Background: an optimization exercise with open tools, aiming at small area. Do not read the settings as production practice. RTL that was checked went through simulation tests only; none was proved equivalent to the original. No driver is modelled on the clock port, so clocking that relies on it looks cheaper here than on a real chip. Power is estimated from default activity; no workload was simulated.

== job 655 ==
==> flow/design.v <==
module sync_controller(
	input clk,
	input rst,
	input bkgd_in,
	input start_sync,
	output [19:0] sync_length,
	output reg ready,
	output reg [2:0] state
);
localparam S_IDLE = 3'd0;
localparam S_SENDING_SYNC = 3'd1;
localparam S_WAITING_FOR_SETTLE = 3'd2;
localparam S_WAITING_FOR_PULL_LOW = 3'd3;
localparam S_COUNTING_SYNC = 3'd4;
reg [19:0] cnt;
wire inverted = state == S_SENDING_SYNC || state == S_WAITING_FOR_SETTLE ||
	(state == S_IDLE && !ready);
assign sync_length = {cnt[19:13] & {7{!inverted}}, cnt[12:0] ^ {13{inverted}}};
wire down_zero = &cnt[12:0];
wire [19:0] cnt_inc = cnt + 1'd1;
always @(posedge clk) begin
	if (rst) begin
		state <= S_IDLE;
		cnt <= ~20'd6500;
		ready <= 0;
	end else if (start_sync) begin
		state <= S_SENDING_SYNC;
		cnt <= ~20'd6500;
		ready <= 0;
	end else begin
		case (state)
		S_SENDING_SYNC:
			if (down_zero) begin
				state <= S_WAITING_FOR_SETTLE;
				cnt[12:0] <= ~13'h0f;
			end else
				cnt <= cnt_inc;
		S_WAITING_FOR_SETTLE:
			if (down_zero) begin
				state <= S_WAITING_FOR_PULL_LOW;
				cnt <= 20'd0;
			end else
				cnt <= cnt_inc;
		S_WAITING_FOR_PULL_LOW:
			if (!bkgd_in)
				state <= S_COUNTING_SYNC;
		S_COUNTING_SYNC:
			if (bkgd_in) begin
				state <= S_IDLE;
				ready <= 1;
			end else
				cnt <= cnt_inc;
		default: ;
		endcase
	end
end
endmodule
module bdc_clk_pulse_generator(
	input clk,
	input rst,
	output bdc_clk_pulse,
	input [19:0] sync_length,
	input set_sync_length
);
reg [13:0] counter;
reg [19:0] target_time;  
reg [6:0] frac;
reg carry;
reg stall;
assign bdc_clk_pulse = counter == 0;
wire at_end = counter > target_time[19:7];
always @(posedge clk) begin
	if (rst) begin
		counter <= 0;
		target_time <= 0;
		frac <= 0;
		carry <= 0;
		stall <= 0;
	end else if (set_sync_length) begin
		target_time <= sync_length;
		frac <= sync_length[6:0];
		carry <= 0;
		stall <= 0;
		if (stall)
			counter <= counter + 1'd1;
	end else if (at_end && carry && !stall) begin
		stall <= 1;
	end else if (at_end) begin
		counter <= 0;
		stall <= 0;
		{carry, frac} <= frac + target_time[6:0];
	end else begin
		counter <= counter + 1'd1;
	end
end
endmodule
module bdm(
	input clk,
	input rst,
	input bkgd_in,
	output bkgd_out,
	output bkgd_is_high_z,
	output mcu_pwr,
	output mcu_vpp,
	input do_read,
	input do_write,
	input do_start_mcu,
	input do_stop_mcu,
	input do_delay,
	input do_echo_test,
	input do_enable_vpp,
	input do_disable_vpp,
	input do_echo_sync_value,
	input do_resync,
	input [7:0] data_in,
	output [7:0] data_out,
	output ready,
	output reg valid,
	output [3:0] debug
);
localparam ST_IDLE        = 4'd0;
localparam ST_BOOT_SEND   = 4'd1;   
localparam ST_BOOT_STABLE = 4'd2;   
localparam ST_SYNC_START  = 4'd3;   
localparam ST_SYNCING     = 4'd4;
localparam ST_W_SEND      = 4'd5;
localparam ST_W_WAIT      = 4'd6;   
localparam ST_R_RX        = 4'd7;
localparam ST_R_REPLY     = 4'd8;   
localparam ST_R_BIT       = 4'd9;
localparam ST_R_DONE      = 4'd10;
localparam ST_ONE         = 4'd11;  
localparam ST_DELAY       = 4'd12;
localparam ST_ESYNC_HI    = 4'd13;
localparam ST_ESYNC_LO    = 4'd14;
reg [3:0] state;
reg [10:0] timer;
reg [7:0] data;
reg set_bdc_pulse_gen;
reg stop_pending;
reg pwr;
reg vpp_enabled;
wire [19:0] sync_count;
wire [2:0] sync_state;
wire sync_ready;
wire bdc_clk_pulse;
sync_controller sync_controller(
	.clk(clk),
	.rst(rst || do_stop_mcu || do_resync),
	.bkgd_in(bkgd_in),
	.start_sync(state == ST_SYNC_START),
	.sync_length(sync_count),
	.ready(sync_ready),
	.state(sync_state)
);
bdc_clk_pulse_generator bdc_clk_pulse_generator(
	.clk(clk),
	.rst(rst),
	.bdc_clk_pulse(bdc_clk_pulse),
	.sync_length(sync_count),
	.set_sync_length(set_bdc_pulse_gen)
);
assign debug = {1'b0, sync_state};
assign bkgd_out = 1'd0;
assign mcu_pwr = pwr;
assign mcu_vpp = vpp_enabled;
wire sync_sending = sync_state == 3'd1;
assign bkgd_is_high_z = !(state == ST_BOOT_SEND || state == ST_W_WAIT || state == ST_R_REPLY ||
	((state == ST_SYNC_START || state == ST_SYNCING) && sync_sending));
assign ready = state == ST_IDLE && !do_start_mcu && !do_stop_mcu && !do_read && !do_write &&
	!do_delay && !do_echo_test && !do_echo_sync_value && !do_resync;
assign data_out =
	state == ST_ESYNC_HI ? sync_count[15:8] :
	state == ST_ESYNC_LO ? sync_count[7:0] :
	data;
wire timer_zero = timer == 11'd0;
wire tclk_zero = timer[3:0] == 4'd0;
wire bits_left = |timer[7:4];
wire [10:0] timer_dec = timer - 1'd1;
always @(posedge clk) begin
	set_bdc_pulse_gen <= 0;
	stop_pending <= 0;
	valid <= 0;
	if (rst) begin
		state <= ST_IDLE;
		vpp_enabled <= 0;
		pwr <= 0;
	end else begin
		if (stop_pending)
			pwr <= 0;
		case (state)
		ST_IDLE:
			if (do_start_mcu) begin
				state <= ST_BOOT_SEND;
				timer <= 11'd1451;
			end else if (do_stop_mcu) begin
				stop_pending <= 1;
			end else if (do_read) begin
				state <= ST_R_RX;
				timer <= 11'd128;
			end else if (do_write) begin
				state <= ST_W_SEND;
				timer <= 11'd128;
				data <= data_in;
			end else if (do_delay) begin
				state <= ST_DELAY;
				timer <= {3'd0, data_in[3:0], 4'd0};
			end else if (do_echo_test) begin
				state <= ST_ONE;
				data <= data_in;
				valid <= 1;
			end else if (do_enable_vpp) begin
				vpp_enabled <= 1;
			end else if (do_disable_vpp) begin
				vpp_enabled <= 0;
			end else if (do_echo_sync_value) begin
				state <= ST_ESYNC_HI;
				valid <= 1;
			end else if (do_resync) begin
				state <= ST_SYNC_START;
			end
		ST_BOOT_SEND: begin
			if (timer == 11'd1201)
				pwr <= 1;
			if (timer_zero) begin
				state <= ST_BOOT_STABLE;
				timer <= 11'd501;
			end else
				timer <= timer_dec;
		end
		ST_BOOT_STABLE:
			if (timer_zero)
				state <= ST_SYNC_START;
			else
				timer <= timer_dec;
		ST_SYNC_START, ST_SYNCING:
			if (sync_ready) begin
				set_bdc_pulse_gen <= 1;
				state <= ST_IDLE;
			end else
				state <= ST_SYNCING;
		ST_W_SEND, ST_W_WAIT, ST_R_RX, ST_R_REPLY, ST_R_BIT:
			if (!tclk_zero) begin
				if (bdc_clk_pulse)
					timer <= timer_dec;
			end else case (state)
			ST_W_SEND:
				if (bits_left) begin
					state <= ST_W_WAIT;
					timer <= {timer_dec[10:4], data[7] ? 4'd4 : 4'd14};
				end else
					state <= ST_ONE;
			ST_W_WAIT: begin
				state <= ST_W_SEND;
				timer[3:0] <= data[7] ? 4'd14 : 4'd4;
				data <= {data[6:0], 1'd0};
			end
			ST_R_RX:
				if (bits_left) begin
					state <= ST_R_REPLY;
					timer <= {timer_dec[10:4], 4'd3};
				end else
					state <= ST_R_DONE;
			ST_R_REPLY: begin
				state <= ST_R_BIT;
				timer[3:0] <= 4'd7;
			end
			default: begin  
				state <= ST_R_RX;
				timer[3:0] <= 4'd6;
				data <= {data[6:0], bkgd_in};
			end
			endcase
		ST_R_DONE: begin
			state <= ST_IDLE;
			valid <= 1;
		end
		ST_DELAY:
			if (timer_zero)
				state <= ST_IDLE;
			else
				timer <= timer_dec;
		ST_ESYNC_HI: begin
			state <= ST_ESYNC_LO;
			valid <= 1;
		end
		default:  
			state <= ST_IDLE;
		endcase
	end
end
endmodule
export LEC_CHECK = 0
export CAP_MARGIN = 20
export CORE_MARGIN = 2
export CORE_UTILIZATION = 40
export CTS_BUF_LIST = sky130_fd_sc_hd__clkbuf_4 sky130_fd_sc_hd__clkbuf_8
export CTS_CLUSTER_SIZE = 10
export SLEW_MARGIN = 20
create_clock -name core_clock -period 5.0 [get_ports {clk}]
run.sh (not shown) runs the stock make flow with config.mk's settings and CLKGATE_MAP_FILE= SYNTH_SCRIPT=/design/flow/synth_recipe.tcl, a recipe that flattens the netlist after the stock synthesis.
Job 655 finished every stage and its layout cleared the timing, DRC and antenna checks.
diff inputs: job 655 => job 8955
- CTS_BUF_LIST: sky130_fd_sc_hd__clkbuf_4 sky130_fd_sc_hd__clkbuf_8 -> sky130_fd_sc_hd__clkbuf_8
- CTS_CLUSTER_SIZE: 10 -> unset
==> flow/flow/run.sh (new file) <==
#!/bin/bash
# Own layout flow: the standard flow (standard.sh) with one change to
# synthesis. ABC maps the combinational logic with an area-oriented script
# (abc_area.script) in place of ORFS's delay-oriented abc_speed.script; the
# script copy below differs from ORFS's scripts in that one file only.
# Everything before ABC (registers, their names and cells) and every step after
# synthesis are the standard flow's. Each tool's output goes to a log here and
# under orfs/logs/.
set -euo pipefail
W=$(pwd)
S="$W/orfs_scripts_area"
rm -rf "$S"
cp -r "$FLOW_HOME/scripts" "$S"
cp "$W/flow/abc_area.script" "$S/abc_speed.script"
bash "$W/standard.sh" SCRIPTS_DIR="$S" synth > "$W/run_synth.log" 2>&1
bash "$W/standard.sh" BUFFER_PORTS_ARGS="-buffer_cell sky130_fd_sc_hd__buf_1" finish > "$W/run_layout.log" 2>&1
==> flow/flow/abc_area.script (new file) <==
strash
dc2
dch -f
amap
strash
dch -f
amap
==> flow/standard.sh (new file) <==
#!/bin/bash
# synth_recipe.tcl (not shown) runs the flow's synth.tcl, then flattens the netlist and writes it again
# the make line also repeats each setting of config.mk as NAME=value (left out here)
make -C /OpenROAD-flow-scripts/flow DESIGN_CONFIG=/design/flow/config.mk WORK_HOME=/design/flow/orfs CLKGATE_MAP_FILE= SYNTH_SCRIPT=/design/flow/synth_recipe.tcl "${@:-finish}"
removed: flow/run.sh
==> comparison <==
- The global-route wire length before repair in job 655 is 1.17 times that in job 8955.
- Against job 655, the final cell area of job 8955 is lower.
- Diff job 655..job 8955 | clock tree buffer depth | unchanged
The following lists how job 3171 was set up differently from job 8955:
==> flow/run.sh (new file) <==
#!/bin/bash
# synth_recipe.tcl (not shown) runs the flow's synth.tcl, then flattens the netlist and writes it again
# the make line also repeats each setting of config.mk as NAME=value (left out here)
make -C /OpenROAD-flow-scripts/flow DESIGN_CONFIG=/design/flow/config.mk WORK_HOME=/design/flow/orfs CLKGATE_MAP_FILE= SYNTH_SCRIPT=/design/flow/synth_recipe.tcl finish
removed: flow/flow/run.sh
removed: flow/flow/abc_area.script
removed: flow/standard.sh
- Job 3171 completed every stage of the flow, and the final layout passed the timing, DRC and antenna checks.
- | share of the clock period used by the worst path | job 3171 vs job 8955 | 4.1 points higher |
- Re placed cell count: job 3171 is 71 up on job 8955.
- Combinational power: higher on job 3171
- Delta (job 3171 minus job 8955): clock share of power lost 3.8 points, met3 demand-to-capacity share in global routing lost 0.45 points.
- Synthesized instance count grows by more than 10% when moving from job 8955 to job 3171.
- [compare] base=job 8955 new=job 3171: share of the synthesized netlist area taken by xor and xnor gates has increased; critical path data arrival time has increased; finished layout cell area has increased.
- Number of buffers added for setup after CTS across job 3171 and job 8955: no real change.
- Job 3171 ended up with in -> out as its critical path class; job 8955 ended up with reg -> out.
- Going from job 8955 to job 3171, the global-route wire length before repair was found to have gone up by 17%.
Function was not checked in any run of this note: the RTL went through the layout flow alone.


the baseline:
Starts from the design.v that is shown in full above.
Settings: LEC_CHECK=0, CAP_MARGIN=20, CORE_MARGIN=2, CORE_UTILIZATION=40, CTS_BUF_LIST=sky130_fd_sc_hd__clkbuf_8, SLEW_MARGIN=20; clock period 5.0 ns.
standard.sh (not shown) runs the stock make flow with config.mk's settings and CLKGATE_MAP_FILE= SYNTH_SCRIPT=/design/flow/synth_recipe.tcl, a recipe that flattens the netlist after the stock synthesis.
==> flow/flow/run.sh <==
#!/bin/bash
# Own layout flow: the standard flow (standard.sh) with one change to
# synthesis. ABC maps the combinational logic with an area-oriented script
# (abc_area.script) in place of ORFS's delay-oriented abc_speed.script; the
# script copy below differs from ORFS's scripts in that one file only.
# Everything before ABC (registers, their names and cells) and every step after
# synthesis are the standard flow's. Each tool's output goes to a log here and
# under orfs/logs/.
set -euo pipefail
W=$(pwd)
S="$W/orfs_scripts_area"
rm -rf "$S"
cp -r "$FLOW_HOME/scripts" "$S"
cp "$W/flow/abc_area.script" "$S/abc_speed.script"
bash "$W/standard.sh" SCRIPTS_DIR="$S" synth > "$W/run_synth.log" 2>&1
bash "$W/standard.sh" ${BUFFER_ARGS:-} finish > "$W/run_layout.log" 2>&1
==> flow/flow/abc_area.script <==
strash
dc2
dch -f
amap
strash
dch -f
amap
diff inputs: the baseline => the candidate
# the baseline
export LEC_CHECK = 0
export CAP_MARGIN = 20
export CORE_MARGIN = 2
export CORE_UTILIZATION = 40
export CTS_BUF_LIST = sky130_fd_sc_hd__clkbuf_8
export SLEW_MARGIN = 20
create_clock -name core_clock -period 5.0 [get_ports {clk}]
# the candidate
export LEC_CHECK = 0
export CAP_MARGIN = 20
export CORE_MARGIN = 2
export CORE_UTILIZATION = 40
export SLEW_MARGIN = 20
create_clock -name core_clock -period 5.0 [get_ports {clk}]
==> flow/run.sh (new file) <==
#!/bin/bash
# synth_recipe.tcl (not shown) runs the flow's synth.tcl, then flattens the netlist and writes it again
# the make line also repeats each setting of config.mk as NAME=value (left out here)
make -C /OpenROAD-flow-scripts/flow DESIGN_CONFIG=/design/flow/config.mk WORK_HOME=/design/flow/orfs CLKGATE_MAP_FILE= SYNTH_SCRIPT=/design/flow/synth_recipe.tcl finish
removed: flow/flow/run.sh
removed: flow/flow/abc_area.script
removed: flow/standard.sh
Findings:
The candidate has time the final worst path needs with I/O delays and setup below what the baseline had. The baseline has lower peak supply drop than the candidate. When the final numbers for the candidate and the baseline were put side by side, the data arrival time of the critical path turned out to be greater in the baseline. Met3 track demand over resource in global routing: the candidate vs the baseline down 0.60 points. Static power due to leakage ended up 0.29 nW higher on the candidate than on the baseline.
Function was not checked in any run of this note: the RTL went through the layout flow alone.


== v44 ==
bdm, a different RTL version from the one above (not shown whole).
Size in the first run: ~590 cells after synthesis, ~87 flip-flops, roughly 4900 um2 of cells after synthesis.
export LEC_CHECK = 0
export CAP_MARGIN = 20
export CORE_MARGIN = 2
export CORE_UTILIZATION = 40
export CTS_BUF_LIST = sky130_fd_sc_hd__clkbuf_8
export SLEW_MARGIN = 20
create_clock -name core_clock -period 5.0 [get_ports {clk}]
==> flow/flow/run.sh <==
#!/bin/bash
# Own layout flow: the standard flow (standard.sh) with these changes.
# 1. Synthesis: ABC maps the combinational logic with an area-oriented script
#    (abc_area.script) in place of ORFS's delay-oriented abc_speed.script; the
#    script copy below differs from ORFS's scripts in that one file only.
#    Everything before ABC (registers, their names and cells) is unchanged.
# 2. Placement: the port buffers that buffer_ports adds are buf_1 cells.
# 3. Clock tree: clkbuf_8 buffers (as config.mk's CTS_BUF_LIST) and no dummy
#    loads; the other clock_tree_synthesis options are ORFS's defaults.
# Every other step is the standard flow's. Each tool's output goes to a log
# here (run_synth.log, run_layout.log) and under orfs/logs/.
set -euo pipefail
W=$(pwd)
S="$W/orfs_scripts_area"
rm -rf "$S"
cp -r "$FLOW_HOME/scripts" "$S"
cp "$W/flow/abc_area.script" "$S/abc_speed.script"
bash "$W/standard.sh" SCRIPTS_DIR="$S" synth > "$W/run_synth.log" 2>&1
bash "$W/standard.sh" \
  BUFFER_PORTS_ARGS="-buffer_cell sky130_fd_sc_hd__buf_1" \
  CTS_ARGS="-sink_clustering_enable -repair_clock_nets -buf_list sky130_fd_sc_hd__clkbuf_4 -root_buf sky130_fd_sc_hd__clkbuf_8 -sink_clustering_size 10 -dont_use_dummy_load" \
  finish > "$W/run_layout.log" 2>&1
==> flow/flow/abc_area.script <==
strash
&get -n
&deepsyn -J 200 -T 250
&put
&get -n
&dch -f
&nf -a -R 1000
&put
Modified inputs, v43 compared to v44
diff --git a/flow/flow/run.sh b/flow/flow/run.sh
--- a/flow/flow/run.sh
+++ b/flow/flow/run.sh
@@ -20,3 +20,3 @@
   BUFFER_PORTS_ARGS="-buffer_cell sky130_fd_sc_hd__buf_1" \
-  CTS_ARGS="-sink_clustering_enable -repair_clock_nets -buf_list sky130_fd_sc_hd__clkbuf_4 -root_buf sky130_fd_sc_hd__clkbuf_8 -sink_clustering_size 10 -dont_use_dummy_load" \
+  CTS_ARGS="-sink_clustering_enable -repair_clock_nets -buf_list sky130_fd_sc_hd__clkbuf_8 -dont_use_dummy_load" \
   finish > "$W/run_layout.log" 2>&1
--- outcome ---
- v43 -> v44: met1 capacity usage during global routing delta 0, exact match
- Number of vias per cell: v44 vs v43 — no meaningful difference
- Between v43 and v44, the die extent in x figures differ only marginally.
Modified inputs, v49 compared to v43
diff --git a/flow/config.mk b/flow/config.mk
--- a/flow/config.mk
+++ b/flow/config.mk
@@ -11,2 +11,3 @@
 export CTS_BUF_LIST = sky130_fd_sc_hd__clkbuf_8
+export GPL_TIMING_DRIVEN = 0
 export SLEW_MARGIN = 20
==> results.txt <==
- [v49 vs v43] clock share of power: higher in v49
- v49 and v43 ended up with nearly the same sequential power share.
- Taking v43 as the reference, in v49 final non-filler cell total has decreased, global-route usage has remained practically unchanged, count of buffers not belonging to the clock network in the layout has decreased, power dissipated in sequential cells has remained practically unchanged.

-- port drivers added, routing unchanged --
The results above use ideal ports. As a check the final layouts listed here were re-extracted and re-timed, cells and wires unchanged.
Step 1 sets driving cells, clkbuf_16 on the clock port and buf_2 on the other inputs (assumed; they add their load-dependent delay and slew).
Step 2 adds t to the input delays and takes it off the output delays; t is the mean of the earliest and latest rising clock arrival at the registers after step 1. Input paths then give back, and output paths get back, about the clock's delay inside the block.
Slacks: ideal ports / drivers / drivers and shift; pairs: ideal ports / drivers.
run	t, ns	setup slack, ns	worst setup path after step 2
job 655	0.408	0.855 / 0.834 / 0.834	input to output
job 8955	0.404	1.054 / 1.020 / 1.061	register to register
job 3171	0.405	0.852 / 0.831 / 0.831	input to output
the baseline	0.401	0.751 / 0.718 / 0.981	input to register
the candidate	0.386	0.856 / 0.835 / 0.835	input to output
v44	0.393	0.880 / 0.880 / 0.880	register to register
v43	0.393	0.880 / 0.880 / 0.880	register to register
v49	0.402	0.849 / 0.849 / 0.849	register to register
After both steps every run listed still meets setup and hold.
